Source: an optimization exercise on an open RTL-to-GDS flow (aim: small area and a short achievable clock period). Production flows keep margins and buffers that such runs may drop. In this exercise RTL edits were held to simulation tests only and were not proved equivalent to the original. No activity file was given, so power comes from the tool's default toggle rates.

**flow/flow/run.sh**
```bash
#!/bin/bash
# Standard layout, with a plain buffer (buf_2) on every input and output port,
# a clock tree of clkbuf_8 cells and no dummy clock loads.
set -euo pipefail
bash standard.sh "BUFFER_PORTS_ARGS=-buffer_cell sky130_fd_sc_hd__buf_2" \
  "CTS_ARGS=-sink_clustering_enable -repair_clock_nets -dont_use_dummy_load -buf_list sky130_fd_sc_hd__clkbuf_8" \
  finish > make_finish.log 2>&1
```
**flow/standard.sh**
```bash
#!/bin/bash
# synth_recipe.tcl (not shown) runs the flow's synth.tcl, then flattens the netlist and writes it again
# the make line also repeats each setting of config.mk as NAME=value (left out here)
make -C /OpenROAD-flow-scripts/flow DESIGN_CONFIG=/design/flow/config.mk WORK_HOME=/design/flow/orfs CLKGATE_MAP_FILE= SYNTH_SCRIPT=/design/flow/synth_recipe.tcl "${@:-finish}"
```
**flow/config.mk**
```make
export PLATFORM = sky130hd
export DESIGN_NAME = fp_multiplier
export DESIGN_NICKNAME = fp_multiplier
export VERILOG_FILES = /design/flow/design.v
export SDC_FILE = /design/flow/constraint.sdc
export NUM_CORES = 4
export LEC_CHECK = 0
export CAP_MARGIN = 20
export CORE_MARGIN = 2
export CORE_UTILIZATION = 40
export SETUP_SLACK_MARGIN = 4.6
export SLEW_MARGIN = 20
export SYNTH_HIERARCHICAL = 1
```
**flow/constraint.sdc**
```tcl
create_clock -name core_clock -period 8.0 [get_ports {clk}]
set_input_delay 1.6000 -clock core_clock [delete_from_list [all_inputs] [get_ports {clk}]]
set_output_delay 1.6000 -clock core_clock [all_outputs]
set_load 0.01 [all_outputs]
```
**flow/design.v**
```verilog
module fp_multiplier (
    input         sign,
    input         clk,
    input         rst,
    input  [16:0] a,
    input  [16:0] b,
    output [17:0] out,
    output reg    overflow,
    output reg    underflow
);
  wire [17:0] xa = {sign & a[16], a};
  wire [17:0] yb = {sign & b[16], b};
  wire [8:0] neg_d, one_d, two_d;
  wire [18:0] ybz = {yb, 1'b0};
  genvar gi;
  generate for (gi = 0; gi < 9; gi = gi + 1) begin : benc
    wire y2 = ybz[2*gi+2], y1 = ybz[2*gi+1], y0 = ybz[2*gi];
    assign neg_d[gi] = y2 & ~(y1 & y0);
    assign one_d[gi] = y1 ^ y0;
    assign two_d[gi] = (y2 & ~y1 & ~y0) | (~y2 & y1 & y0);
  end endgenerate
  reg [17:0] xr;
  reg [8:0] negr, oner, twor;
  reg s1;
  always @(posedge clk) begin
    xr <= xa; negr <= neg_d; oner <= one_d; twor <= two_d; s1 <= sign;
  end
  wire [4:0] r8sel = one_d[8] ? xa[4:0] : two_d[8] ? {xa[3:0], 1'b0} : 5'd0;
  wire [5:0] r8sum = {1'b0, r8sel ^ {5{neg_d[8]}}} + neg_d[8];
  reg [5:0] r8r;
  always @(posedge clk) r8r <= r8sum;
  wire pp1, pp2, pp3, pp4, pp5, pp6, pp7, pp8, pp9, pp10, pp11, pp12;
  wire pp13, pp14, pp15, pp16, pp17, pp18, pp19, pp20, pp21, pp22, pp23, pp24;
  wire pp25, pp26, pp27, pp28, pp29, pp30, pp31, pp32, pp33, pp34, pp35, pp36;
  wire pp37, pp38, pp39, pp40, pp41, pp42, pp43, pp44, pp45, pp46, pp47, pp48;
  wire pp49, pp50, pp51, pp52, pp53, pp54, pp55, pp56, pp57, pp58, pp59, pp60;
  wire pp61, pp62, pp63, pp64, pp65, pp66, pp67, pp68, pp69, pp70, pp71, pp72;
  wire pp73, pp74, pp75, pp76, pp77, pp78, pp79, pp80, pp81, pp82, pp83, pp84;
  wire pp85, pp86, pp87, pp88, pp89, pp90, pp91, pp92, pp93, pp94, pp95, pp96;
  wire pp97, pp98, pp99, pp100, pp101, pp102, pp103, pp104, pp105, pp106, pp107, pp108;
  wire pp109, pp110, pp111, pp112, pp113, pp114, pp115, pp116, pp117, pp118, pp119, pp120;
  wire pp121, pp122, pp123, pp124, pp125, pp126, pp127, pp128, pp129, pp130, pp131, pp132;
  wire pp133, pp134, pp135, pp136, pp137, pp138, pp139, pp140, pp141, pp142, pp143, pp144;
  wire pp145, pp146, pp147, pp148, pp149, pp150, pp151, pp152, pp153, pp154, pp155, pp156;
  wire pp157, pp158, pp159, pp160, pp161, pp162, pp163, pp164, pp165, pp166, s167, c168;
  wire s169, c170, s171, c172, s173, c174, s175, c176, s177, c178, s179, c180;
  wire s181, c182, s183, c184, s185, c186, s187, c188, s189, c190, s191, c192;
  wire s193, c194, s195, c196, s197, c198, s199, c200, s201, c202, s203, c204;
  wire s205, c206, s207, c208, s209, c210, s211, c212, s213, c214, s215, c216;
  wire s217, c218, s219, c220, s221, c222, s223, c224, s225, c226, s227, c228;
  wire s229, c230, s231, c232, s233, c234, s235, c236, s237, s238, c239, s240;
  wire c241, s242, c243, s244, c245, s246, c247, s248, c249, s250, c251, s252;
  wire c253, s254, c255, s256, c257, s258, c259, s260, c261, s262, c263, s264;
  wire c265, s266, c267, s268, c269, s270, c271, s272, c273, s274, c275, s276;
  wire c277, s278, c279, s280, c281, s282, c283, s284, c285, s286, c287, s288;
  wire c289, s290, c291, s292, c293, s294, c295, s296, c297, s298, c299, s300;
  wire c301, s302, c303, s304, c305, s306, c307, s308, c309, s310, c311, s312;
  wire c313, s314, c315, s316, c317, s318, c319, s320, c321, s322, c323, s324;
  wire s325, c326, s327, c328, s329, c330, s331, c332, s333, c334, s335, c336;
  wire s337, c338, s339, c340, s341, c342, s343, c344, s345, c346, s347, c348;
  wire s349, c350, s351, c352, s353, c354, s355, c356, s357, c358, s359, c360;
  wire s361, c362, s363, c364, s365, c366, s367, c368, s369, c370, s371, c372;
  wire s373, c374, s375, c376, s377, c378, s379, s380, c381, s382, c383, s384;
  wire c385, s386, c387, s388, c389, s390, c391, s392, c393, s394, c395, s396;
  wire c397, s398, c399, s400, c401, s402, c403, s404, c405, s406, c407, s408;
  wire c409, s410, c411, s412, c413, s414, c415, s416, c417, s418, c419, s420;
  wire c421, s422, c423, s424, c425, s426, c427, s428, c429, s430, c431, s432;
  wire c433, s434, c435, s436, c437, s438, c439, s440, c441, s442, lg443, lp444;
  wire lg445, lp446, lg447, lp448, lg449, lp450, lg451, lp452, lg453, lp454, lg455, lp456;
  wire lg457, lp458, lg459, lp460, lg461, lp462, lG463, lP464, lG465, lP466, lG467, lP468;
  wire lG469, lP470, lG471, lP472, lG473, lP474, lG475, lP476, lG477, lP478, lG479, lP480;
  wire lG481, lP482, lG483, lP484, lG485, lP486, lG487, lP488, lG489, lP490, lG491, lP492;
  wire hg493, hp494, hg495, hp496, hg497, hp498, hg499, hp500, hg501, hp502, hg503, hp504;
  wire hg505, hp506, hg507, hp508, hg509, hp510, hg511, hp512, hg513, hp514, hg515, hp516;
  wire hg517, hp518, hg519, hp520, hg521, hp522, hg523, hp524, hg525, hp526, hg527, hp528;
  wire hg529, hp530, hg531, hp532, hg533, hp534, hg535, hp536, hg537, hp538, hg539, hp540;
  wire hg541, hp542, hG543, hP544, hG545, hP546, hG547, hP548, hG549, hP550, hG551, hP552;
  wire hG553, hP554, hG555, hP556, hG557, hP558, hG559, hP560, hG561, hP562, hG563, hP564;
  wire hG565, hP566, hG567, hP568, hG569, hP570, hG571, hP572, hG573, hP574, hG575, hP576;
  wire hG577, hP578, hG579, hP580, hG581, hP582, hG583, hP584, hG585, hP586, hG587, hP588;
  wire hG589, hP590, hG591, hP592, hG593, hP594, hG595, hP596, hG597, hP598, hG599, hP600;
  wire hG601, hP602, hG603, hP604, hG605, hP606, hG607, hP608, hG609, hP610, hG611, hP612;
  wire hG613, hP614, hG615, hP616, hG617, hP618, hG619, hP620, hG621, hP622, hG623, hP624;
  wire hG625, hP626, hG627, hP628, hG629, hP630, hG631, hP632, hG633, hP634, hG635, hP636;
  wire hG637, hP638, hG639, hP640, hG641, hP642, hG643, hP644, hG645, hP646, hG647, hP648;
  wire hG649, hP650;
  assign pp1 = ((oner[0] & xr[0])) ^ negr[0];
  assign pp2 = ((oner[0] & xr[1]) | (twor[0] & xr[0])) ^ negr[0];
  assign pp3 = ((oner[0] & xr[2]) | (twor[0] & xr[1])) ^ negr[0];
  assign pp4 = ((oner[0] & xr[3]) | (twor[0] & xr[2])) ^ negr[0];
  assign pp5 = ((oner[0] & xr[4]) | (twor[0] & xr[3])) ^ negr[0];
  assign pp6 = ((oner[0] & xr[5]) | (twor[0] & xr[4])) ^ negr[0];
  assign pp7 = ((oner[0] & xr[6]) | (twor[0] & xr[5])) ^ negr[0];
  assign pp8 = ((oner[0] & xr[7]) | (twor[0] & xr[6])) ^ negr[0];
  assign pp9 = ((oner[0] & xr[8]) | (twor[0] & xr[7])) ^ negr[0];
  assign pp10 = ((oner[0] & xr[9]) | (twor[0] & xr[8])) ^ negr[0];
  assign pp11 = ((oner[0] & xr[10]) | (twor[0] & xr[9])) ^ negr[0];
  assign pp12 = ((oner[0] & xr[11]) | (twor[0] & xr[10])) ^ negr[0];
  assign pp13 = ((oner[0] & xr[12]) | (twor[0] & xr[11])) ^ negr[0];
  assign pp14 = ((oner[0] & xr[13]) | (twor[0] & xr[12])) ^ negr[0];
  assign pp15 = ((oner[0] & xr[14]) | (twor[0] & xr[13])) ^ negr[0];
  assign pp16 = ((oner[0] & xr[15]) | (twor[0] & xr[14])) ^ negr[0];
  assign pp17 = ((oner[0] & xr[16]) | (twor[0] & xr[15])) ^ negr[0];
  assign pp18 = ((oner[0] & xr[17]) | (twor[0] & xr[16])) ^ negr[0];
  assign pp19 = ((oner[0] & xr[17]) | (twor[0] & xr[17])) ^ negr[0];
  assign pp20 = ~pp19;
  assign pp21 = ((oner[1] & xr[0])) ^ negr[1];
  assign pp22 = ((oner[1] & xr[1]) | (twor[1] & xr[0])) ^ negr[1];
  assign pp23 = ((oner[1] & xr[2]) | (twor[1] & xr[1])) ^ negr[1];
  assign pp24 = ((oner[1] & xr[3]) | (twor[1] & xr[2])) ^ negr[1];
  assign pp25 = ((oner[1] & xr[4]) | (twor[1] & xr[3])) ^ negr[1];
  assign pp26 = ((oner[1] & xr[5]) | (twor[1] & xr[4])) ^ negr[1];
  assign pp27 = ((oner[1] & xr[6]) | (twor[1] & xr[5])) ^ negr[1];
  assign pp28 = ((oner[1] & xr[7]) | (twor[1] & xr[6])) ^ negr[1];
  assign pp29 = ((oner[1] & xr[8]) | (twor[1] & xr[7])) ^ negr[1];
  assign pp30 = ((oner[1] & xr[9]) | (twor[1] & xr[8])) ^ negr[1];
  assign pp31 = ((oner[1] & xr[10]) | (twor[1] & xr[9])) ^ negr[1];
  assign pp32 = ((oner[1] & xr[11]) | (twor[1] & xr[10])) ^ negr[1];
  assign pp33 = ((oner[1] & xr[12]) | (twor[1] & xr[11])) ^ negr[1];
  assign pp34 = ((oner[1] & xr[13]) | (twor[1] & xr[12])) ^ negr[1];
  assign pp35 = ((oner[1] & xr[14]) | (twor[1] & xr[13])) ^ negr[1];
  assign pp36 = ((oner[1] & xr[15]) | (twor[1] & xr[14])) ^ negr[1];
  assign pp37 = ((oner[1] & xr[16]) | (twor[1] & xr[15])) ^ negr[1];
  assign pp38 = ((oner[1] & xr[17]) | (twor[1] & xr[16])) ^ negr[1];
  assign pp39 = ~(((oner[1] & xr[17]) | (twor[1] & xr[17])) ^ negr[1]);
  assign pp40 = ((oner[2] & xr[0])) ^ negr[2];
  assign pp41 = ((oner[2] & xr[1]) | (twor[2] & xr[0])) ^ negr[2];
  assign pp42 = ((oner[2] & xr[2]) | (twor[2] & xr[1])) ^ negr[2];
  assign pp43 = ((oner[2] & xr[3]) | (twor[2] & xr[2])) ^ negr[2];
  assign pp44 = ((oner[2] & xr[4]) | (twor[2] & xr[3])) ^ negr[2];
  assign pp45 = ((oner[2] & xr[5]) | (twor[2] & xr[4])) ^ negr[2];
  assign pp46 = ((oner[2] & xr[6]) | (twor[2] & xr[5])) ^ negr[2];
  assign pp47 = ((oner[2] & xr[7]) | (twor[2] & xr[6])) ^ negr[2];
  assign pp48 = ((oner[2] & xr[8]) | (twor[2] & xr[7])) ^ negr[2];
  assign pp49 = ((oner[2] & xr[9]) | (twor[2] & xr[8])) ^ negr[2];
  assign pp50 = ((oner[2] & xr[10]) | (twor[2] & xr[9])) ^ negr[2];
  assign pp51 = ((oner[2] & xr[11]) | (twor[2] & xr[10])) ^ negr[2];
  assign pp52 = ((oner[2] & xr[12]) | (twor[2] & xr[11])) ^ negr[2];
  assign pp53 = ((oner[2] & xr[13]) | (twor[2] & xr[12])) ^ negr[2];
  assign pp54 = ((oner[2] & xr[14]) | (twor[2] & xr[13])) ^ negr[2];
  assign pp55 = ((oner[2] & xr[15]) | (twor[2] & xr[14])) ^ negr[2];
  assign pp56 = ((oner[2] & xr[16]) | (twor[2] & xr[15])) ^ negr[2];
  assign pp57 = ((oner[2] & xr[17]) | (twor[2] & xr[16])) ^ negr[2];
  assign pp58 = ~(((oner[2] & xr[17]) | (twor[2] & xr[17])) ^ negr[2]);
  assign pp59 = ((oner[3] & xr[0])) ^ negr[3];
  assign pp60 = ((oner[3] & xr[1]) | (twor[3] & xr[0])) ^ negr[3];
  assign pp61 = ((oner[3] & xr[2]) | (twor[3] & xr[1])) ^ negr[3];
  assign pp62 = ((oner[3] & xr[3]) | (twor[3] & xr[2])) ^ negr[3];
  assign pp63 = ((oner[3] & xr[4]) | (twor[3] & xr[3])) ^ negr[3];
  assign pp64 = ((oner[3] & xr[5]) | (twor[3] & xr[4])) ^ negr[3];
  assign pp65 = ((oner[3] & xr[6]) | (twor[3] & xr[5])) ^ negr[3];
  assign pp66 = ((oner[3] & xr[7]) | (twor[3] & xr[6])) ^ negr[3];
  assign pp67 = ((oner[3] & xr[8]) | (twor[3] & xr[7])) ^ negr[3];
  assign pp68 = ((oner[3] & xr[9]) | (twor[3] & xr[8])) ^ negr[3];
  assign pp69 = ((oner[3] & xr[10]) | (twor[3] & xr[9])) ^ negr[3];
  assign pp70 = ((oner[3] & xr[11]) | (twor[3] & xr[10])) ^ negr[3];
  assign pp71 = ((oner[3] & xr[12]) | (twor[3] & xr[11])) ^ negr[3];
  assign pp72 = ((oner[3] & xr[13]) | (twor[3] & xr[12])) ^ negr[3];
  assign pp73 = ((oner[3] & xr[14]) | (twor[3] & xr[13])) ^ negr[3];
  assign pp74 = ((oner[3] & xr[15]) | (twor[3] & xr[14])) ^ negr[3];
  assign pp75 = ((oner[3] & xr[16]) | (twor[3] & xr[15])) ^ negr[3];
  assign pp76 = ((oner[3] & xr[17]) | (twor[3] & xr[16])) ^ negr[3];
  assign pp77 = ~(((oner[3] & xr[17]) | (twor[3] & xr[17])) ^ negr[3]);
  assign pp78 = ((oner[4] & xr[0])) ^ negr[4];
  assign pp79 = ((oner[4] & xr[1]) | (twor[4] & xr[0])) ^ negr[4];
  assign pp80 = ((oner[4] & xr[2]) | (twor[4] & xr[1])) ^ negr[4];
  assign pp81 = ((oner[4] & xr[3]) | (twor[4] & xr[2])) ^ negr[4];
  assign pp82 = ((oner[4] & xr[4]) | (twor[4] & xr[3])) ^ negr[4];
  assign pp83 = ((oner[4] & xr[5]) | (twor[4] & xr[4])) ^ negr[4];
  assign pp84 = ((oner[4] & xr[6]) | (twor[4] & xr[5])) ^ negr[4];
  assign pp85 = ((oner[4] & xr[7]) | (twor[4] & xr[6])) ^ negr[4];
  assign pp86 = ((oner[4] & xr[8]) | (twor[4] & xr[7])) ^ negr[4];
  assign pp87 = ((oner[4] & xr[9]) | (twor[4] & xr[8])) ^ negr[4];
  assign pp88 = ((oner[4] & xr[10]) | (twor[4] & xr[9])) ^ negr[4];
  assign pp89 = ((oner[4] & xr[11]) | (twor[4] & xr[10])) ^ negr[4];
  assign pp90 = ((oner[4] & xr[12]) | (twor[4] & xr[11])) ^ negr[4];
  assign pp91 = ((oner[4] & xr[13]) | (twor[4] & xr[12])) ^ negr[4];
  assign pp92 = ((oner[4] & xr[14]) | (twor[4] & xr[13])) ^ negr[4];
  assign pp93 = ((oner[4] & xr[15]) | (twor[4] & xr[14])) ^ negr[4];
  assign pp94 = ((oner[4] & xr[16]) | (twor[4] & xr[15])) ^ negr[4];
  assign pp95 = ((oner[4] & xr[17]) | (twor[4] & xr[16])) ^ negr[4];
  assign pp96 = ~(((oner[4] & xr[17]) | (twor[4] & xr[17])) ^ negr[4]);
  assign pp97 = ((oner[5] & xr[0])) ^ negr[5];
  assign pp98 = ((oner[5] & xr[1]) | (twor[5] & xr[0])) ^ negr[5];
  assign pp99 = ((oner[5] & xr[2]) | (twor[5] & xr[1])) ^ negr[5];
  assign pp100 = ((oner[5] & xr[3]) | (twor[5] & xr[2])) ^ negr[5];
  assign pp101 = ((oner[5] & xr[4]) | (twor[5] & xr[3])) ^ negr[5];
  assign pp102 = ((oner[5] & xr[5]) | (twor[5] & xr[4])) ^ negr[5];
  assign pp103 = ((oner[5] & xr[6]) | (twor[5] & xr[5])) ^ negr[5];
  assign pp104 = ((oner[5] & xr[7]) | (twor[5] & xr[6])) ^ negr[5];
  assign pp105 = ((oner[5] & xr[8]) | (twor[5] & xr[7])) ^ negr[5];
  assign pp106 = ((oner[5] & xr[9]) | (twor[5] & xr[8])) ^ negr[5];
  assign pp107 = ((oner[5] & xr[10]) | (twor[5] & xr[9])) ^ negr[5];
  assign pp108 = ((oner[5] & xr[11]) | (twor[5] & xr[10])) ^ negr[5];
  assign pp109 = ((oner[5] & xr[12]) | (twor[5] & xr[11])) ^ negr[5];
  assign pp110 = ((oner[5] & xr[13]) | (twor[5] & xr[12])) ^ negr[5];
  assign pp111 = ((oner[5] & xr[14]) | (twor[5] & xr[13])) ^ negr[5];
  assign pp112 = ((oner[5] & xr[15]) | (twor[5] & xr[14])) ^ negr[5];
  assign pp113 = ((oner[5] & xr[16]) | (twor[5] & xr[15])) ^ negr[5];
  assign pp114 = ((oner[5] & xr[17]) | (twor[5] & xr[16])) ^ negr[5];
  assign pp115 = ~(((oner[5] & xr[17]) | (twor[5] & xr[17])) ^ negr[5]);
  assign pp116 = ((oner[6] & xr[0])) ^ negr[6];
  assign pp117 = ((oner[6] & xr[1]) | (twor[6] & xr[0])) ^ negr[6];
  assign pp118 = ((oner[6] & xr[2]) | (twor[6] & xr[1])) ^ negr[6];
  assign pp119 = ((oner[6] & xr[3]) | (twor[6] & xr[2])) ^ negr[6];
  assign pp120 = ((oner[6] & xr[4]) | (twor[6] & xr[3])) ^ negr[6];
  assign pp121 = ((oner[6] & xr[5]) | (twor[6] & xr[4])) ^ negr[6];
  assign pp122 = ((oner[6] & xr[6]) | (twor[6] & xr[5])) ^ negr[6];
  assign pp123 = ((oner[6] & xr[7]) | (twor[6] & xr[6])) ^ negr[6];
  assign pp124 = ((oner[6] & xr[8]) | (twor[6] & xr[7])) ^ negr[6];
  assign pp125 = ((oner[6] & xr[9]) | (twor[6] & xr[8])) ^ negr[6];
  assign pp126 = ((oner[6] & xr[10]) | (twor[6] & xr[9])) ^ negr[6];
  assign pp127 = ((oner[6] & xr[11]) | (twor[6] & xr[10])) ^ negr[6];
  assign pp128 = ((oner[6] & xr[12]) | (twor[6] & xr[11])) ^ negr[6];
  assign pp129 = ((oner[6] & xr[13]) | (twor[6] & xr[12])) ^ negr[6];
  assign pp130 = ((oner[6] & xr[14]) | (twor[6] & xr[13])) ^ negr[6];
  assign pp131 = ((oner[6] & xr[15]) | (twor[6] & xr[14])) ^ negr[6];
  assign pp132 = ((oner[6] & xr[16]) | (twor[6] & xr[15])) ^ negr[6];
  assign pp133 = ((oner[6] & xr[17]) | (twor[6] & xr[16])) ^ negr[6];
  assign pp134 = ~(((oner[6] & xr[17]) | (twor[6] & xr[17])) ^ negr[6]);
  assign pp135 = ((oner[7] & xr[0])) ^ negr[7];
  assign pp136 = ((oner[7] & xr[1]) | (twor[7] & xr[0])) ^ negr[7];
  assign pp137 = ((oner[7] & xr[2]) | (twor[7] & xr[1])) ^ negr[7];
  assign pp138 = ((oner[7] & xr[3]) | (twor[7] & xr[2])) ^ negr[7];
  assign pp139 = ((oner[7] & xr[4]) | (twor[7] & xr[3])) ^ negr[7];
  assign pp140 = ((oner[7] & xr[5]) | (twor[7] & xr[4])) ^ negr[7];
  assign pp141 = ((oner[7] & xr[6]) | (twor[7] & xr[5])) ^ negr[7];
  assign pp142 = ((oner[7] & xr[7]) | (twor[7] & xr[6])) ^ negr[7];
  assign pp143 = ((oner[7] & xr[8]) | (twor[7] & xr[7])) ^ negr[7];
  assign pp144 = ((oner[7] & xr[9]) | (twor[7] & xr[8])) ^ negr[7];
  assign pp145 = ((oner[7] & xr[10]) | (twor[7] & xr[9])) ^ negr[7];
  assign pp146 = ((oner[7] & xr[11]) | (twor[7] & xr[10])) ^ negr[7];
  assign pp147 = ((oner[7] & xr[12]) | (twor[7] & xr[11])) ^ negr[7];
  assign pp148 = ((oner[7] & xr[13]) | (twor[7] & xr[12])) ^ negr[7];
  assign pp149 = ((oner[7] & xr[14]) | (twor[7] & xr[13])) ^ negr[7];
  assign pp150 = ((oner[7] & xr[15]) | (twor[7] & xr[14])) ^ negr[7];
  assign pp151 = ((oner[7] & xr[16]) | (twor[7] & xr[15])) ^ negr[7];
  assign pp152 = ((oner[7] & xr[17]) | (twor[7] & xr[16])) ^ negr[7];
  assign pp153 = ~(((oner[7] & xr[17]) | (twor[7] & xr[17])) ^ negr[7]);
  assign pp154 = ((oner[8] & xr[5]) | (twor[8] & xr[4])) ^ negr[8];
  assign pp155 = ((oner[8] & xr[6]) | (twor[8] & xr[5])) ^ negr[8];
  assign pp156 = ((oner[8] & xr[7]) | (twor[8] & xr[6])) ^ negr[8];
  assign pp157 = ((oner[8] & xr[8]) | (twor[8] & xr[7])) ^ negr[8];
  assign pp158 = ((oner[8] & xr[9]) | (twor[8] & xr[8])) ^ negr[8];
  assign pp159 = ((oner[8] & xr[10]) | (twor[8] & xr[9])) ^ negr[8];
  assign pp160 = ((oner[8] & xr[11]) | (twor[8] & xr[10])) ^ negr[8];
  assign pp161 = ((oner[8] & xr[12]) | (twor[8] & xr[11])) ^ negr[8];
  assign pp162 = ((oner[8] & xr[13]) | (twor[8] & xr[12])) ^ negr[8];
  assign pp163 = ((oner[8] & xr[14]) | (twor[8] & xr[13])) ^ negr[8];
  assign pp164 = ((oner[8] & xr[15]) | (twor[8] & xr[14])) ^ negr[8];
  assign pp165 = ((oner[8] & xr[16]) | (twor[8] & xr[15])) ^ negr[8];
  assign pp166 = ((oner[8] & xr[17]) | (twor[8] & xr[16])) ^ negr[8];
  fp_ha u_s167 (.a(negr[5]), .b(pp11), .s(s167), .co(c168));
  fp_ha u_s169 (.a(pp12), .b(pp30), .s(s169), .co(c170));
  fp_fa u_s171 (.a(negr[6]), .b(pp13), .c(pp31), .s(s171), .co(c172));
  fp_ha u_s173 (.a(pp48), .b(pp65), .s(s173), .co(c174));
  fp_fa u_s175 (.a(pp14), .b(pp32), .c(pp49), .s(s175), .co(c176));
  fp_ha u_s177 (.a(pp66), .b(pp83), .s(s177), .co(c178));
  fp_fa u_s179 (.a(negr[7]), .b(pp15), .c(pp33), .s(s179), .co(c180));
  fp_fa u_s181 (.a(pp50), .b(pp67), .c(pp84), .s(s181), .co(c182));
  fp_ha u_s183 (.a(pp101), .b(pp118), .s(s183), .co(c184));
  fp_fa u_s185 (.a(pp16), .b(pp34), .c(pp51), .s(s185), .co(c186));
  fp_fa u_s187 (.a(pp68), .b(pp85), .c(pp102), .s(s187), .co(c188));
  fp_ha u_s189 (.a(pp119), .b(pp136), .s(s189), .co(c190));
  fp_fa u_s191 (.a(r8r[0]), .b(pp17), .c(pp35), .s(s191), .co(c192));
  fp_fa u_s193 (.a(pp52), .b(pp69), .c(pp86), .s(s193), .co(c194));
  fp_fa u_s195 (.a(pp103), .b(pp120), .c(pp137), .s(s195), .co(c196));
  fp_fa u_s197 (.a(r8r[1]), .b(pp18), .c(pp36), .s(s197), .co(c198));
  fp_fa u_s199 (.a(pp53), .b(pp70), .c(pp87), .s(s199), .co(c200));
  fp_fa u_s201 (.a(pp104), .b(pp121), .c(pp138), .s(s201), .co(c202));
  fp_fa u_s203 (.a(r8r[2]), .b(pp19), .c(pp37), .s(s203), .co(c204));
  fp_fa u_s205 (.a(pp54), .b(pp71), .c(pp88), .s(s205), .co(c206));
  fp_fa u_s207 (.a(pp105), .b(pp122), .c(pp139), .s(s207), .co(c208));
  fp_fa u_s209 (.a(r8r[3]), .b(pp19), .c(pp38), .s(s209), .co(c210));
  fp_fa u_s211 (.a(pp55), .b(pp72), .c(pp89), .s(s211), .co(c212));
  fp_fa u_s213 (.a(pp106), .b(pp123), .c(pp140), .s(s213), .co(c214));
  fp_fa u_s215 (.a(r8r[4]), .b(pp39), .c(pp56), .s(s215), .co(c216));
  fp_fa u_s217 (.a(pp73), .b(pp90), .c(pp107), .s(s217), .co(c218));
  fp_fa u_s219 (.a(pp124), .b(pp141), .c(pp20), .s(s219), .co(c220));
  assign s221 = ~(r8r[5] ^ pp57);
  assign c222 = r8r[5] | pp57;
  fp_fa u_s223 (.a(pp74), .b(pp91), .c(pp108), .s(s223), .co(c224));
  fp_fa u_s225 (.a(pp125), .b(pp142), .c(pp154), .s(s225), .co(c226));
  fp_fa u_s227 (.a(pp58), .b(pp75), .c(pp92), .s(s227), .co(c228));
  fp_fa u_s229 (.a(pp109), .b(pp126), .c(pp143), .s(s229), .co(c230));
  assign s231 = ~(pp76 ^ pp93);
  assign c232 = pp76 | pp93;
  fp_ha u_s233 (.a(pp110), .b(pp127), .s(s233), .co(c234));
  fp_fa u_s235 (.a(pp77), .b(pp94), .c(pp111), .s(s235), .co(c236));
  assign s237 = ~pp95;
  fp_ha u_s238 (.a(negr[3]), .b(pp7), .s(s238), .co(c239));
  fp_ha u_s240 (.a(pp8), .b(pp26), .s(s240), .co(c241));
  fp_fa u_s242 (.a(negr[4]), .b(pp9), .c(pp27), .s(s242), .co(c243));
  fp_ha u_s244 (.a(pp44), .b(pp61), .s(s244), .co(c245));
  fp_fa u_s246 (.a(pp10), .b(pp28), .c(pp45), .s(s246), .co(c247));
  fp_ha u_s248 (.a(pp62), .b(pp79), .s(s248), .co(c249));
  fp_fa u_s250 (.a(pp29), .b(pp46), .c(pp63), .s(s250), .co(c251));
  fp_fa u_s252 (.a(pp80), .b(pp97), .c(s167), .s(s252), .co(c253));
  fp_fa u_s254 (.a(pp47), .b(pp64), .c(pp81), .s(s254), .co(c255));
  fp_fa u_s256 (.a(pp98), .b(c168), .c(s169), .s(s256), .co(c257));
  fp_fa u_s258 (.a(pp82), .b(pp99), .c(pp116), .s(s258), .co(c259));
  fp_fa u_s260 (.a(c170), .b(s173), .c(s171), .s(s260), .co(c261));
  fp_fa u_s262 (.a(pp100), .b(pp117), .c(c174), .s(s262), .co(c263));
  fp_fa u_s264 (.a(s177), .b(c172), .c(s175), .s(s264), .co(c265));
  fp_fa u_s266 (.a(pp135), .b(c178), .c(s183), .s(s266), .co(c267));
  fp_fa u_s268 (.a(c176), .b(s179), .c(s181), .s(s268), .co(c269));
  fp_fa u_s270 (.a(c184), .b(s189), .c(c180), .s(s270), .co(c271));
  fp_fa u_s272 (.a(c182), .b(s185), .c(s187), .s(s272), .co(c273));
  fp_fa u_s274 (.a(c190), .b(c186), .c(c188), .s(s274), .co(c275));
  fp_fa u_s276 (.a(s191), .b(s193), .c(s195), .s(s276), .co(c277));
  fp_fa u_s278 (.a(c192), .b(c194), .c(c196), .s(s278), .co(c279));
  fp_fa u_s280 (.a(s197), .b(s199), .c(s201), .s(s280), .co(c281));
  fp_fa u_s282 (.a(c198), .b(c200), .c(c202), .s(s282), .co(c283));
  fp_fa u_s284 (.a(s203), .b(s205), .c(s207), .s(s284), .co(c285));
  fp_fa u_s286 (.a(c204), .b(c206), .c(c208), .s(s286), .co(c287));
  fp_fa u_s288 (.a(s209), .b(s211), .c(s213), .s(s288), .co(c289));
  fp_fa u_s290 (.a(c210), .b(c212), .c(c214), .s(s290), .co(c291));
  fp_fa u_s292 (.a(s215), .b(s217), .c(s219), .s(s292), .co(c293));
  fp_fa u_s294 (.a(s221), .b(c216), .c(c218), .s(s294), .co(c295));
  fp_fa u_s296 (.a(c220), .b(s223), .c(s225), .s(s296), .co(c297));
  fp_fa u_s298 (.a(pp155), .b(c222), .c(c224), .s(s298), .co(c299));
  fp_fa u_s300 (.a(c226), .b(s227), .c(s229), .s(s300), .co(c301));
  fp_fa u_s302 (.a(pp144), .b(pp156), .c(s231), .s(s302), .co(c303));
  fp_fa u_s304 (.a(s233), .b(c228), .c(c230), .s(s304), .co(c305));
  fp_fa u_s306 (.a(pp128), .b(pp145), .c(pp157), .s(s306), .co(c307));
  fp_fa u_s308 (.a(c232), .b(c234), .c(s235), .s(s308), .co(c309));
  fp_fa u_s310 (.a(pp112), .b(pp129), .c(pp146), .s(s310), .co(c311));
  fp_fa u_s312 (.a(pp158), .b(s237), .c(c236), .s(s312), .co(c313));
  fp_fa u_s314 (.a(pp95), .b(pp96), .c(pp113), .s(s314), .co(c315));
  fp_fa u_s316 (.a(pp130), .b(pp147), .c(pp159), .s(s316), .co(c317));
  assign s318 = ~(pp114 ^ pp131);
  assign c319 = pp114 | pp131;
  fp_ha u_s320 (.a(pp148), .b(pp160), .s(s320), .co(c321));
  fp_fa u_s322 (.a(pp115), .b(pp132), .c(pp149), .s(s322), .co(c323));
  assign s324 = ~pp133;
  fp_ha u_s325 (.a(negr[2]), .b(pp5), .s(s325), .co(c326));
  fp_ha u_s327 (.a(pp6), .b(pp24), .s(s327), .co(c328));
  fp_fa u_s329 (.a(pp25), .b(pp42), .c(pp59), .s(s329), .co(c330));
  fp_fa u_s331 (.a(pp43), .b(pp60), .c(c239), .s(s331), .co(c332));
  fp_fa u_s333 (.a(pp78), .b(c241), .c(s244), .s(s333), .co(c334));
  fp_fa u_s335 (.a(c245), .b(s248), .c(c243), .s(s335), .co(c336));
  fp_fa u_s337 (.a(c249), .b(c247), .c(s250), .s(s337), .co(c338));
  fp_fa u_s339 (.a(c251), .b(s254), .c(c253), .s(s339), .co(c340));
  fp_fa u_s341 (.a(c255), .b(s258), .c(c257), .s(s341), .co(c342));
  fp_fa u_s343 (.a(c259), .b(s262), .c(c261), .s(s343), .co(c344));
  fp_fa u_s345 (.a(c263), .b(s266), .c(c265), .s(s345), .co(c346));
  fp_fa u_s347 (.a(c267), .b(c269), .c(s270), .s(s347), .co(c348));
  fp_fa u_s349 (.a(c271), .b(c273), .c(s274), .s(s349), .co(c350));
  fp_fa u_s351 (.a(c275), .b(c277), .c(s278), .s(s351), .co(c352));
  fp_fa u_s353 (.a(c279), .b(c281), .c(s282), .s(s353), .co(c354));
  fp_fa u_s355 (.a(c283), .b(c285), .c(s286), .s(s355), .co(c356));
  fp_fa u_s357 (.a(c287), .b(c289), .c(s290), .s(s357), .co(c358));
  fp_fa u_s359 (.a(c291), .b(s294), .c(c293), .s(s359), .co(c360));
  fp_fa u_s361 (.a(c295), .b(c297), .c(s298), .s(s361), .co(c362));
  fp_fa u_s363 (.a(s302), .b(c299), .c(c301), .s(s363), .co(c364));
  fp_fa u_s365 (.a(s306), .b(c303), .c(c305), .s(s365), .co(c366));
  fp_fa u_s367 (.a(c307), .b(s310), .c(c309), .s(s367), .co(c368));
  fp_fa u_s369 (.a(c311), .b(s314), .c(s316), .s(s369), .co(c370));
  fp_fa u_s371 (.a(s318), .b(s320), .c(c315), .s(s371), .co(c372));
  fp_fa u_s373 (.a(pp161), .b(c319), .c(c321), .s(s373), .co(c374));
  fp_fa u_s375 (.a(pp150), .b(pp162), .c(s324), .s(s375), .co(c376));
  fp_fa u_s377 (.a(pp133), .b(pp134), .c(pp151), .s(s377), .co(c378));
  assign s379 = ~pp152;
  fp_ha u_s380 (.a(negr[1]), .b(pp3), .s(s380), .co(c381));
  fp_ha u_s382 (.a(pp4), .b(pp22), .s(s382), .co(c383));
  fp_fa u_s384 (.a(pp23), .b(pp40), .c(s325), .s(s384), .co(c385));
  fp_fa u_s386 (.a(pp41), .b(c326), .c(s327), .s(s386), .co(c387));
  fp_fa u_s388 (.a(c328), .b(s238), .c(s329), .s(s388), .co(c389));
  fp_fa u_s390 (.a(s240), .b(c330), .c(s331), .s(s390), .co(c391));
  fp_fa u_s392 (.a(s242), .b(c332), .c(s333), .s(s392), .co(c393));
  fp_fa u_s394 (.a(s246), .b(c334), .c(s335), .s(s394), .co(c395));
  fp_fa u_s396 (.a(s252), .b(c336), .c(s337), .s(s396), .co(c397));
  fp_fa u_s398 (.a(s256), .b(c338), .c(s339), .s(s398), .co(c399));
  fp_fa u_s400 (.a(s260), .b(c340), .c(s341), .s(s400), .co(c401));
  fp_fa u_s402 (.a(s264), .b(c342), .c(s343), .s(s402), .co(c403));
  fp_fa u_s404 (.a(s268), .b(c344), .c(s345), .s(s404), .co(c405));
  fp_fa u_s406 (.a(s272), .b(c346), .c(s347), .s(s406), .co(c407));
  fp_fa u_s408 (.a(s276), .b(c348), .c(s349), .s(s408), .co(c409));
  fp_fa u_s410 (.a(s280), .b(c350), .c(s351), .s(s410), .co(c411));
  fp_fa u_s412 (.a(s284), .b(c352), .c(s353), .s(s412), .co(c413));
  fp_fa u_s414 (.a(s288), .b(c354), .c(s355), .s(s414), .co(c415));
  fp_fa u_s416 (.a(s292), .b(c356), .c(s357), .s(s416), .co(c417));
  fp_fa u_s418 (.a(s296), .b(c358), .c(s359), .s(s418), .co(c419));
  fp_fa u_s420 (.a(s300), .b(c360), .c(s361), .s(s420), .co(c421));
  fp_fa u_s422 (.a(s304), .b(c362), .c(s363), .s(s422), .co(c423));
  fp_fa u_s424 (.a(s308), .b(s365), .c(c364), .s(s424), .co(c425));
  fp_fa u_s426 (.a(s312), .b(c366), .c(s367), .s(s426), .co(c427));
  fp_fa u_s428 (.a(c313), .b(s369), .c(c368), .s(s428), .co(c429));
  fp_fa u_s430 (.a(c317), .b(c370), .c(s371), .s(s430), .co(c431));
  fp_fa u_s432 (.a(s322), .b(s373), .c(c372), .s(s432), .co(c433));
  fp_fa u_s434 (.a(c323), .b(s375), .c(c374), .s(s434), .co(c435));
  fp_fa u_s436 (.a(pp163), .b(c376), .c(s377), .s(s436), .co(c437));
  fp_fa u_s438 (.a(pp164), .b(s379), .c(c378), .s(s438), .co(c439));
  fp_fa u_s440 (.a(pp152), .b(pp153), .c(pp165), .s(s440), .co(c441));
  assign s442 = ~pp166;
  assign lg443 = (negr[0] & pp1);
  assign lp444 = (negr[0] ^ pp1);
  assign lg445 = (pp2 & 1'b0);
  assign lp446 = (pp2 ^ 1'b0);
  assign lg447 = (s380 & pp21);
  assign lp448 = (s380 ^ pp21);
  assign lg449 = (c381 & s382);
  assign lp450 = (c381 ^ s382);
  assign lg451 = (c383 & s384);
  assign lp452 = (c383 ^ s384);
  assign lg453 = (c385 & s386);
  assign lp454 = (c385 ^ s386);
  assign lg455 = (c387 & s388);
  assign lp456 = (c387 ^ s388);
  assign lg457 = (c389 & s390);
  assign lp458 = (c389 ^ s390);
  assign lg459 = (c391 & s392);
  assign lp460 = (c391 ^ s392);
  assign lg461 = (c393 & s394);
  assign lp462 = (c393 ^ s394);
  assign lG463 = lg445 | (lp446 & lg443);
  assign lP464 = lp446 & lp444;
  assign lG465 = lg449 | (lp450 & lg447);
  assign lP466 = lp450 & lp448;
  assign lG467 = lg453 | (lp454 & lg451);
  assign lP468 = lp454 & lp452;
  assign lG469 = lg457 | (lp458 & lg455);
  assign lP470 = lp458 & lp456;
  assign lG471 = lg461 | (lp462 & lg459);
  assign lP472 = lp462 & lp460;
  assign lG473 = lg447 | (lp448 & lG463);
  assign lP474 = lp448 & lP464;
  assign lG475 = lG465 | (lP466 & lG463);
  assign lP476 = lP466 & lP464;
  assign lG477 = lg455 | (lp456 & lG467);
  assign lP478 = lp456 & lP468;
  assign lG479 = lG469 | (lP470 & lG467);
  assign lP480 = lP470 & lP468;
  assign lG481 = lg451 | (lp452 & lG475);
  assign lP482 = lp452 & lP476;
  assign lG483 = lG467 | (lP468 & lG475);
  assign lP484 = lP468 & lP476;
  assign lG485 = lG477 | (lP478 & lG475);
  assign lP486 = lP478 & lP476;
  assign lG487 = lG479 | (lP480 & lG475);
  assign lP488 = lP480 & lP476;
  assign lG489 = lg459 | (lp460 & lG487);
  assign lP490 = lp460 & lP488;
  assign lG491 = lG471 | (lP472 & lG487);
  assign lP492 = lP472 & lP488;
  wire ck_w = lG491;
  wire [9:0] lzt = {((c393 ^ s394) ~^ (c391 | s392)), ((c391 ^ s392) ~^ (c389 | s390)), ((c389 ^ s390) ~^ (c387 | s388)), ((c387 ^ s388) ~^ (c385 | s386)), ((c385 ^ s386) ~^ (c383 | s384)), ((c383 ^ s384) ~^ (c381 | s382)), ((c381 ^ s382) ~^ (s380 | pp21)), ((s380 ^ pp21) ~^ (pp2 | 1'b0)), ((pp2 ^ 1'b0) ~^ (negr[0] | pp1)), ~(negr[0] ^ pp1)};
  wire [9:0] lot = {(c393 ^ s394), (c391 ^ s392), (c389 ^ s390), (c387 ^ s388), (c385 ^ s386), (c383 ^ s384), (c381 ^ s382), (s380 ^ pp21), (pp2 ^ 1'b0), (negr[0] ^ pp1)};
  wire [23:0] ha_w = {c441, c439, c437, c435, c433, c431, c429, c427, c425, c423, c421, c419, c417, c415, c413, c411, c409, c407, c405, c403, c401, c399, c397, c395};
  wire [23:0] hb_w = {s442, s440, s438, s436, s434, s432, s430, s428, s426, s424, s422, s420, s418, s416, s414, s412, s410, s408, s406, s404, s402, s400, s398, s396};
  reg [23:0] ra, rb;
  reg lor, land, ck, s2, rst_d;
  always @(posedge clk) begin
    ra <= ha_w; rb <= hb_w; s2 <= s1; rst_d <= rst;
    lor <= ~&lzt; land <= &lot; ck <= ck_w;
  end
  assign hg493 = (ck & ck);
  assign hp494 = (ck ^ ck);
  assign hg495 = (ra[0] & rb[0]);
  assign hp496 = (ra[0] ^ rb[0]);
  assign hg497 = (ra[1] & rb[1]);
  assign hp498 = (ra[1] ^ rb[1]);
  assign hg499 = (ra[2] & rb[2]);
  assign hp500 = (ra[2] ^ rb[2]);
  assign hg501 = (ra[3] & rb[3]);
  assign hp502 = (ra[3] ^ rb[3]);
  assign hg503 = (ra[4] & rb[4]);
  assign hp504 = (ra[4] ^ rb[4]);
  assign hg505 = (ra[5] & rb[5]);
  assign hp506 = (ra[5] ^ rb[5]);
  assign hg507 = (ra[6] & rb[6]);
  assign hp508 = (ra[6] ^ rb[6]);
  assign hg509 = (ra[7] & rb[7]);
  assign hp510 = (ra[7] ^ rb[7]);
  assign hg511 = (ra[8] & rb[8]);
  assign hp512 = (ra[8] ^ rb[8]);
  assign hg513 = (ra[9] & rb[9]);
  assign hp514 = (ra[9] ^ rb[9]);
  assign hg515 = (ra[10] & rb[10]);
  assign hp516 = (ra[10] ^ rb[10]);
  assign hg517 = (ra[11] & rb[11]);
  assign hp518 = (ra[11] ^ rb[11]);
  assign hg519 = (ra[12] & rb[12]);
  assign hp520 = (ra[12] ^ rb[12]);
  assign hg521 = (ra[13] & rb[13]);
  assign hp522 = (ra[13] ^ rb[13]);
  assign hg523 = (ra[14] & rb[14]);
  assign hp524 = (ra[14] ^ rb[14]);
  assign hg525 = (ra[15] & rb[15]);
  assign hp526 = (ra[15] ^ rb[15]);
  assign hg527 = (ra[16] & rb[16]);
  assign hp528 = (ra[16] ^ rb[16]);
  assign hg529 = (ra[17] & rb[17]);
  assign hp530 = (ra[17] ^ rb[17]);
  assign hg531 = (ra[18] & rb[18]);
  assign hp532 = (ra[18] ^ rb[18]);
  assign hg533 = (ra[19] & rb[19]);
  assign hp534 = (ra[19] ^ rb[19]);
  assign hg535 = (ra[20] & rb[20]);
  assign hp536 = (ra[20] ^ rb[20]);
  assign hg537 = (ra[21] & rb[21]);
  assign hp538 = (ra[21] ^ rb[21]);
  assign hg539 = (ra[22] & rb[22]);
  assign hp540 = (ra[22] ^ rb[22]);
  assign hg541 = (ra[23] & rb[23]);
  assign hp542 = (ra[23] ^ rb[23]);
  assign hG543 = hg495 | (hp496 & hg493);
  assign hP544 = hp496 & hp494;
  assign hG545 = hg499 | (hp500 & hg497);
  assign hP546 = hp500 & hp498;
  assign hG547 = hg503 | (hp504 & hg501);
  assign hP548 = hp504 & hp502;
  assign hG549 = hg507 | (hp508 & hg505);
  assign hP550 = hp508 & hp506;
  assign hG551 = hg511 | (hp512 & hg509);
  assign hP552 = hp512 & hp510;
  assign hG553 = hg515 | (hp516 & hg513);
  assign hP554 = hp516 & hp514;
  assign hG555 = hg519 | (hp520 & hg517);
  assign hP556 = hp520 & hp518;
  assign hG557 = hg523 | (hp524 & hg521);
  assign hP558 = hp524 & hp522;
  assign hG559 = hg527 | (hp528 & hg525);
  assign hP560 = hp528 & hp526;
  assign hG561 = hg531 | (hp532 & hg529);
  assign hP562 = hp532 & hp530;
  assign hG563 = hg535 | (hp536 & hg533);
  assign hP564 = hp536 & hp534;
  assign hG565 = hg539 | (hp540 & hg537);
  assign hP566 = hp540 & hp538;
  assign hG567 = hg497 | (hp498 & hG543);
  assign hP568 = hp498 & hP544;
  assign hG569 = hG545 | (hP546 & hG543);
  assign hP570 = hP546 & hP544;
  assign hG571 = hg505 | (hp506 & hG547);
  assign hP572 = hp506 & hP548;
  assign hG573 = hG549 | (hP550 & hG547);
  assign hP574 = hP550 & hP548;
  assign hG575 = hg513 | (hp514 & hG551);
  assign hP576 = hp514 & hP552;
  assign hG577 = hG553 | (hP554 & hG551);
  assign hP578 = hP554 & hP552;
  assign hG579 = hg521 | (hp522 & hG555);
  assign hP580 = hp522 & hP556;
  assign hG581 = hG557 | (hP558 & hG555);
  assign hP582 = hP558 & hP556;
  assign hG583 = hg529 | (hp530 & hG559);
  assign hP584 = hp530 & hP560;
  assign hG585 = hG561 | (hP562 & hG559);
  assign hP586 = hP562 & hP560;
  assign hG587 = hg537 | (hp538 & hG563);
  assign hP588 = hp538 & hP564;
  assign hG589 = hG565 | (hP566 & hG563);
  assign hP590 = hP566 & hP564;
  assign hG591 = hg501 | (hp502 & hG569);
  assign hP592 = hp502 & hP570;
  assign hG593 = hG547 | (hP548 & hG569);
  assign hP594 = hP548 & hP570;
  assign hG595 = hG571 | (hP572 & hG569);
  assign hP596 = hP572 & hP570;
  assign hG597 = hG573 | (hP574 & hG569);
  assign hP598 = hP574 & hP570;
  assign hG599 = hg517 | (hp518 & hG577);
  assign hP600 = hp518 & hP578;
  assign hG601 = hG555 | (hP556 & hG577);
  assign hP602 = hP556 & hP578;
  assign hG603 = hG579 | (hP580 & hG577);
  assign hP604 = hP580 & hP578;
  assign hG605 = hG581 | (hP582 & hG577);
  assign hP606 = hP582 & hP578;
  assign hG607 = hg533 | (hp534 & hG585);
  assign hP608 = hp534 & hP586;
  assign hG609 = hG563 | (hP564 & hG585);
  assign hP610 = hP564 & hP586;
  assign hG611 = hG587 | (hP588 & hG585);
  assign hP612 = hP588 & hP586;
  assign hG613 = hG589 | (hP590 & hG585);
  assign hP614 = hP590 & hP586;
  assign hG615 = hg509 | (hp510 & hG597);
  assign hP616 = hp510 & hP598;
  assign hG617 = hG551 | (hP552 & hG597);
  assign hP618 = hP552 & hP598;
  assign hG619 = hG575 | (hP576 & hG597);
  assign hP620 = hP576 & hP598;
  assign hG621 = hG577 | (hP578 & hG597);
  assign hP622 = hP578 & hP598;
  assign hG623 = hG599 | (hP600 & hG597);
  assign hP624 = hP600 & hP598;
  assign hG625 = hG601 | (hP602 & hG597);
  assign hP626 = hP602 & hP598;
  assign hG627 = hG603 | (hP604 & hG597);
  assign hP628 = hP604 & hP598;
  assign hG629 = hG605 | (hP606 & hG597);
  assign hP630 = hP606 & hP598;
  assign hG631 = hg541 | (hp542 & hG613);
  assign hP632 = hp542 & hP614;
  assign hG633 = hg525 | (hp526 & hG629);
  assign hP634 = hp526 & hP630;
  assign hG635 = hG559 | (hP560 & hG629);
  assign hP636 = hP560 & hP630;
  assign hG637 = hG583 | (hP584 & hG629);
  assign hP638 = hP584 & hP630;
  assign hG639 = hG585 | (hP586 & hG629);
  assign hP640 = hP586 & hP630;
  assign hG641 = hG607 | (hP608 & hG629);
  assign hP642 = hP608 & hP630;
  assign hG643 = hG609 | (hP610 & hG629);
  assign hP644 = hP610 & hP630;
  assign hG645 = hG611 | (hP612 & hG629);
  assign hP646 = hP612 & hP630;
  assign hG647 = hG613 | (hP614 & hG629);
  assign hP648 = hP614 & hP630;
  assign hG649 = hG631 | (hP632 & hG629);
  assign hP650 = hP632 & hP630;
  wire [33:10] ph = {(hp542 ^ hG647), (hp540 ^ hG645), (hp538 ^ hG643), (hp536 ^ hG641), (hp534 ^ hG639), (hp532 ^ hG637), (hp530 ^ hG635), (hp528 ^ hG633), (hp526 ^ hG629), (hp524 ^ hG627), (hp522 ^ hG625), (hp520 ^ hG623), (hp518 ^ hG621), (hp516 ^ hG619), (hp514 ^ hG617), (hp512 ^ hG615), (hp510 ^ hG597), (hp508 ^ hG595), (hp506 ^ hG593), (hp504 ^ hG591), (hp502 ^ hG569), (hp500 ^ hG567), (hp498 ^ hG543), (hp496 ^ hg493)};
  wire neg = s2 & ph[33];
  wire ovf_w = neg ? ~&ph[33:25] : |ph[33:24];
  wire unf_w = neg ? ~(&ph[15:10] & land) : (|ph[15:10] | lor);
  wire clr = rst | rst_d;
  reg [17:0] out_r;
  always @(posedge clk) begin
    out_r     <= clr ? 18'd0 : ph[31:14];
    overflow  <= clr ? 1'b0 : ovf_w;
    underflow <= clr ? 1'b0 : unf_w;
  end
  assign out = out_r;
endmodule
module fp_fa (input a, input b, input c, output s, output co);
  assign s = a ^ b ^ c;
  assign co = (a & b) | (c & (a ^ b));
endmodule
module fp_ha (input a, input b, output s, output co);
  assign s = a ^ b;
  assign co = a & b;
endmodule
```
==> results of run 1 <==
modules after synthesis (local to each module, per instance):
| module | flops+latches | copies in the design | area, µm² |
|---|---|---|---|
| fp_fa | 0 | 117 | 20.0 |
| fp_ha | 0 | 16 | 12.5 |
| fp_multiplier | 125 | 1 | 7730 |
repair_timing:
| item | CTS | global route |
|---|---|---|
| pin swaps | 0 | 1 |
| setup endpoints to repair | 14 | 16 |
| resized for setup | 16 | 23 |
flip-flops by register name, indices dropped and copies added (netlist names), 6 cells and up:
register and count:
twor 9, ra 24, out_r 18, r8r 6
oner 9, negr 9, xr 18, rb 24
stage by stage:
stage	hold slack, ns	setup WS (ns)	instances	util [%]
floorplan	0.310	4.62	980	-
global placement	0.405	4.43	1279	42.3
detailed placement	0.397	4.40	1279	42.3
CTS	0.404	4.61	1296	43.3
global route	0.418	4.58	1296	43.5
finish	0.408	4.71	1296	43.5
placed cells by master (no fill, tap or decap), types with 22 or more instances in the layout:
cell type  instances
inv_1             35
nand2_1           26
dfxtp_1           90
o21ai_0           23
ha_1              67
xnor2_1          172
nor2_1            23
fa_1             122
xor2_1            22
dfxtp_2           34
buf_2             56
a22oi_1          149
power by group:
part / total, W / switching (W) / internal (W)
registers: 0.000983 / 0.000147 / 0.000836
clock network: 0.000399 / 0.000212 / 0.000186
logic: 0.00245 / 0.00130 / 0.00115
routing by layer:
metal	up-vias	share of wire [%]	GRT usage [%]	wire length, µm
met2	266	42	27.0	10200
li1	3304	-	-	-
met5	-	0	0	0
met3	28	7.8	4.57	1870
met4	0	1.5	5.70	351
met1	3344	48	28.5	11700
synth_stat cells, types with 6 or more instances:
cell | n | area [µm²]
inv_1 | 35 | 131
o21bai_1 | 6 | 45.0
buf_1 | 23 | 86.3
a21oi_1 | 14 | 70.1
nand2b_1 | 7 | 43.8
nor3_1 | 6 | 30.0
xor2_1 | 23 | 201
ha_1 | 67 | 838
o21ai_0 | 23 | 115
nor2_1 | 23 | 86.3
clkbuf_1 | 70 | 263
a22oi_1 | 149 | 1120
nand3_1 | 7 | 35.0
nand3b_1 | 7 | 52.6
nand2_1 | 26 | 97.6
dfxtp_1 | 125 | 2500
xnor2_1 | 173 | 1520
fa_1 | 122 | 2440
nor2b_1 | 15 | 93.8
a21o_1 | 8 | 60.1
cell families after synthesis:
family / count (synthesis) / synth area share (%)
muxes: 3 / 0.292
xor gates and xnor gates: 196 / 16.7
buffers and inverters: 129 / 4.71
AOI/OAI and AO/OA: 220 / 15.9
adders and majority gates: 189 / 31.9
DFF: 125 / 24.4
and+or+nand+nor: 118 / 6.09
path summary, 6_finish.rpt:
| check | endpoint |
|---|---|
| max reg2reg | rb[7]$_DFF_P_ |
| min | s2$_DFF_P_ |
| min reg2reg | s2$_DFF_P_ |
| max | rb[7]$_DFF_P_ |
cell type report:
| type | count | area share, % |
|---|---|---|
| Sequential cell | 125 | 23.3 |
| Timing Repair Buffer | 62 | 2.97 |
| Multi-Input combinational cell | 726 | 66.6 |
| Clock buffer | 17 | 2.14 |
| Tap cell | 330 | 3.77 |
| Inverter | 36 | 1.23 |
==> flow_summary.json, run 1 <==
{
  "status": "complete, no violations",
  "clkTransAtPathRegs_ns": 0.07,
  "critPathTopFamily": "adder cells",
  "cts_made_buffers": 17,
  "drc": 0,
  "crit_buf_inv": 0,
  "max_cap_violations": 0,
  "groute.usage.overall_pct": 19.0,
  "htree_num_levels": 4,
  "timing.rr.start": "oner[6]$_DFF_P_",
  "synth_seq_area_share_pct": 24.4,
  "finalHoldViolations": 0,
  "gp_congestion": 0.809,
  "core-area_um2": 25200,
  "cp_slowest_cell": "dfxtp_1",
  "synth_nets": 1206,
  "fin_skew_ns": 0.0254,
  "hpwl_mm": 17.8,
  "vias": 6942,
  "grt_pass1_wl_mm": 39.8,
  "syn_area_per_cell_um2": 10.5,
  "required_ns": 8.30,
  "synth_edf_count": 0,
  "initial_core_util_pct": 40.8,
  "grt_overflow": 0,
  "firstDrtPassIters": 5,
  "ys_ff_latch": 125,
  "r2r_setup_slack_ns": 4.71,
  "grt_pass1_vias": 7092,
  "io_buffers": 56,
  "dieWidth_um": 164,
  "grt_max_degree": 22,
  "slew_violations": 0,
  "die_h_um": 164,
  "syn-instance-count": 980,
  "synthDistinctLibCells": 51,
  "drt_wl_total_mm": 24.1,
  "multi_input_area_um2": 7300,
  "crit_top_cell": "fa_1",
  "root_buffer": "clkbuf_8",
  "worstSetupStartpointType": "flop",
  "crit_fanout": 19,
  "die_area_um2": 27000,
  "ys.flop_type": "dfxtp_1",
  "p_leak_nw": 4.30,
  "regArea_um2": 2550,
  "slowest_delay_ns": 0.86,
  "min_path_cells": 0,
  "pin_count": 57,
  "clock_sink_count": 125,
  "maxSlewHeadroom_pct": 42.5,
  "rows": 58,
  "peakVddDrop_mv": 0.136,
  "finalSetupTns_ns": 0,
  "p_total_w": 0.00383,
  "path_depth": 6,
  "period_needed_ns": 3.29,
  "cts_tree": "built",
  "fmax_ghz": 0.304,
  "clockBufferDepth": 2,
  "final.fill_count": 2435,
  "drive_above_1_share_pct": 13.6,
  "crit_path_cell_trace": "a22oi_1 -> xnor2_1 -> fa_1 -> fa_1 -> fa_1 -> fa_1",
  "async_reset_ff_share_pct": 0,
  "syn_area_um2": 10300,
  "crit_path_end_kind": "flop",
  "hold_buffers": 0,
  "place_area_um2": 10700,
  "first_iter_violations": 532,
  "final_nets": 1194,
  "hold_path.class": "flop to flop",
  "worstHoldStart": "s1$_DFF_P_",
  "post_cts_buffers": 0,
  "syn_to_final_growth_pct": 6.67,
  "wire_per_inst_um": 18.6,
  "diodes": 0,
  "critical_path_class": "flop to flop",
  "grt_antenna_before_repair": 0,
  "detail-route-antenna-nets": 0,
  "worst_pin_slew_ns": 0.862,
  "reg2reg_depth": 6,
  "worstPathArrival_ns": 3.59,
  "rsz0062_at_grt": "true",
  "clock_latency_ns": 0.45,
  "setup-violations-final": 0,
  "power_density_nw_per_um2": 350,
  "min_period_over_period_pct": 41.1,
  "yosysWarnings": 7,
  "final_area_um2": 11000,
  "viasPerCell": 5.36,
  "critPathLaunch": "oner[6]$_DFF_P_"
}
==> inputs of run 2 (changes only) <==
--- a/flow/config.mk
+++ b/flow/config.mk
@@ -9,5 +9,5 @@
 export CORE_MARGIN = 2
 export CORE_UTILIZATION = 40
-export SETUP_SLACK_MARGIN = 4.6
+export SETUP_SLACK_MARGIN = 4.7
 export SLEW_MARGIN = 20
 export SYNTH_HIERARCHICAL = 1
==> run 2 against run 1 <==
Sequential power hardly changed. Critical path type unchanged. Via count rose by 0.89%. Sequential share of layout area increased by 0.29 points. Critical path depth rose by 4. Design area increased by 0.38%. Combinational power about the same. Die area stayed put. Clock power about the same. Largest cell class unchanged. Worst setup slack better by 0.13 ns. Routed wire length up 1.8%. Fmax up 4.0%.
==> flow_summary.json, run 2 <==
{
  "status": "complete, no violations",
  "final_area_um2": 11000,
  "slowest_delay_ns": 0.54,
  "grt_max_degree": 22,
  "fin_skew_ns": 0.0263,
  "firstDrtPassIters": 5,
  "final.fill_count": 2445,
  "period_needed_ns": 3.16,
  "p_leak_nw": 4.31,
  "vias": 7004,
  "synth_top_area_cell": "dfxtp_1",
  "critPathTopFamily": "adder cells",
  "crit_buf_inv": 1,
  "hpwl_mm": 17.9,
  "clock_latency_ns": 0.45,
  "diodes": 0,
  "holdPathEnd": "s2$_DFF_P_",
  "htree_num_levels": 4,
  "timing.rr.start": "xr[2]$_DFF_P_",
  "die_area_um2": 27000,
  "syn_area_um2": 10300,
  "worstSetupStartpointType": "flop",
  "crit_path_cell_trace": "a22oi_1 -> xnor2_1 -> ha_1 -> fa_1 -> fa_1 -> inv_1 -> ha_1 -> xnor2_1 -> nor4_1 -> nand3_1",
  "gp_congestion": 0.816,
  "finalHoldViolations": 0,
  "ys.flop_type": "dfxtp_1",
  "max_cap_violations": 0,
  "timing.rr.end": "lor$_DFF_P_",
  "min_path_cells": 0,
  "hold_slack_ns": 0.396,
  "synthTopCellsByArea": "dfxtp_1, fa_1, xnor2_1, a22oi_1, ha_1",
  "place_area_um2": 10700,
  "cts_tree": "built",
  "synth_nets": 1206,
  "final_cell_mix": "xnor2_1, a22oi_1, fa_1, dfxtp_1, ha_1",
  "die_h_um": 164,
  "drt_wl_total_mm": 24.6,
  "synth_seq_area_share_pct": 24.4,
  "fin_cells": 1296,
  "crit_path_end_kind": "flop",
  "viasPerCell": 5.40,
  "finalSetupTns_ns": 0,
  "critical_path_class": "flop to flop",
  "reg2reg_depth": 10,
  "first_iter_violations": 766,
  "syn_to_final_growth_pct": 7.08,
  "io_buffers": 56,
  "core-area_um2": 25200,
  "yosysMostFrequentCell": "xnor2_1",
  "rsz0062_at_grt": "true",
  "drc": 0,
  "grt_pass1_vias": 7126,
  "yosysWarnings": 7,
  "regArea_um2": 2590,
  "worstPathArrival_ns": 3.46,
  "detail-route-antenna-nets": 0,
  "p_total_w": 0.00383,
  "cts_made_buffers": 17,
  "cp_slowest_cell": "dfxtp_2",
  "min_period_over_period_pct": 39.5,
  "synth_top_area_share_pct": 24.4,
  "crit_fanout": 16,
  "dp_cells": 1279,
  "multi_input_area_um2": 7300,
  "final_nets": 1194,
  "hold_path.class": "flop to flop",
  "dieWidth_um": 164,
  "required_ns": 8.30,
  "slew_violations": 0,
  "worst_pin_slew_ns": 0.801,
  "drive_above_1_share_pct": 13.7,
  "peakVddDrop_mv": 0.126,
  "ys_ff_latch": 125,
  "setup-violations-final": 0,
  "clockBufferDepth": 2,
  "final_common_cell": "xnor2_1",
  "maxSlewHeadroom_pct": 46.5,
  "async_reset_ff_share_pct": 0,
  "worstHoldStart": "s1$_DFF_P_",
  "root_buffer": "clkbuf_8",
  "synthDistinctLibCells": 51,
  "grt_pass1_wl_mm": 39.7,
  "syn-instance-count": 980,
  "grt_antenna_before_repair": 0,
  "initial_core_util_pct": 40.8,
  "synth.top_cells.by_count": "xnor2_1, a22oi_1, dfxtp_1",
  "r2r_setup_slack_ns": 4.84,
  "syn_area_per_cell_um2": 10.5,
  "grt_overflow": 0,
  "rows": 58,
  "fmax_ghz": 0.317,
  "clkTransAtPathRegs_ns": 0.07,
  "groute.usage.overall_pct": 19.1,
  "wire_per_inst_um": 18.9,
  "reg_top3": "ra x24, rb x24",
  "power_density_nw_per_um2": 349,
  "synth_edf_count": 0,
  "pin_count": 57,
  "clock_sink_count": 125
}
-- run 2: changes by cell type in the layout (fill, tap and decap cells not counted) --
cell,change
dfxtp_4,+16
dfxtp_2,-15
dfxtp_1,-1
-- run 2: per-stage QoR --
stage | setup WS (ns) | util [%]
final | 4.84 | 43.7
after global placement | 4.44 | 42.3
after CTS | 4.71 | 43.4
after floorplan | 4.71 | -
after global routing | 4.56 | 43.7
after detailed placement | 4.38 | 42.3
-- run 2: layout make-up --
type | count | area share, %
Multi-Input combinational cell | 726 | 66.4
Tap cell | 330 | 3.75
Timing Repair Buffer | 62 | 2.96
Inverter | 36 | 1.23
Sequential cell | 125 | 23.5
Clock buffer | 17 | 2.13
-- run 2: modules after synthesis, one instance, submodules excluded --
module / flip-flops and latches / cells inside / area [µm²]
fp_multiplier: 125 / 847 / 7730
fp_ha: 0 / 1 / 12.5
fp_fa: 0 / 1 / 20.0
-- run 2: power by group --
group | switching [W] | internal (W) | total (W)
registers | 0.000148 | 0.000834 | 0.000982
logic | 0.00130 | 0.00115 | 0.00245
clock network | 0.000216 | 0.000186 | 0.000402
-- run 2: repair_timing --
action	CTS	global route
buffers inserted	0	0
pin swaps	1	0
setup endpoints to repair	23	30
resized for setup	27	29
hold buffers	0	0
-- run 2: cells by family (layout without fill, tap and decap cells) --
logic type / Yosys count / in the layout / share of synthesized area (%)
AOI/OAI and AO/OA: 220 / 220 / 15.9
xor gates and xnor gates: 196 / 196 / 16.7
adders and majority gates: 189 / 189 / 31.9
buffers and inverters: 129 / 115 / 4.71
DFF: 125 / 125 / 24.4
muxes: 3 / 3 / 0.292
and+or+nand+nor: 118 / 118 / 6.09
-- run 2: how the worst max path moves through the flow --
stage	from	to	slack, ns	depth (start not counted)
CTS	xr[9]$_DFF_P_	rb[7]$_DFF_P_	4.71	6
floorplan	oner[0]$_DFF_P_	lor$_DFF_P_	4.71	11
global route	ra[0]$_DFF_P_	overflow$_SDFF_PP0_	4.56	12
global placement	oner[0]$_DFF_P_	rb[12]$_DFF_P_	4.44	7
detailed placement	oner[0]$_DFF_P_	rb[9]$_DFF_P_	4.38	6
finish	xr[2]$_DFF_P_	lor$_DFF_P_	4.84	10
-- run 2: metal layers --
| layer | share of wire (%) | up-vias | track usage, % |
|---|---|---|---|
| met3 | 7.8 | 27 | 4.44 |
| li1 | - | 3302 | - |
| met4 | 1.2 | 0 | 4.74 |
| met5 | 0 | - | 0 |
| met1 | 48 | 3368 | 28.4 |
| met2 | 43 | 307 | 27.7 |

-- separate check: timing with driven ports --
The results above use ideal ports. As a check the final layouts listed here were re-extracted and re-timed, cells and wires unchanged.
Step 1: set_driving_cell puts a clkbuf_16 on clk and a buf_2 on each other input, an assumption about the parent block.
Step 2 moves the port delays by t, midway between the first and last clock arrival at a register: inputs arrive t later, outputs are due t later. That takes back most of the time a late clock gives input paths.
Three values: ideal, step 1, step 2; two values: the first two.
run | t (ns) | slack for setup (ns) | worst hold slack (ns) | worst setup path at the end | worst register clock-pin slew, ns
run 1 | 0.478 | 4.714 / 4.714 / 4.714 | 0.408 / 0.408 / 0.408 | register to register | 0.08 / 0.08
run 2 | 0.478 | 4.841 / 4.841 / 4.841 | 0.396 / 0.396 / 0.396 | register to register | 0.08 / 0.08
After both steps setup and hold are still met in every run listed.
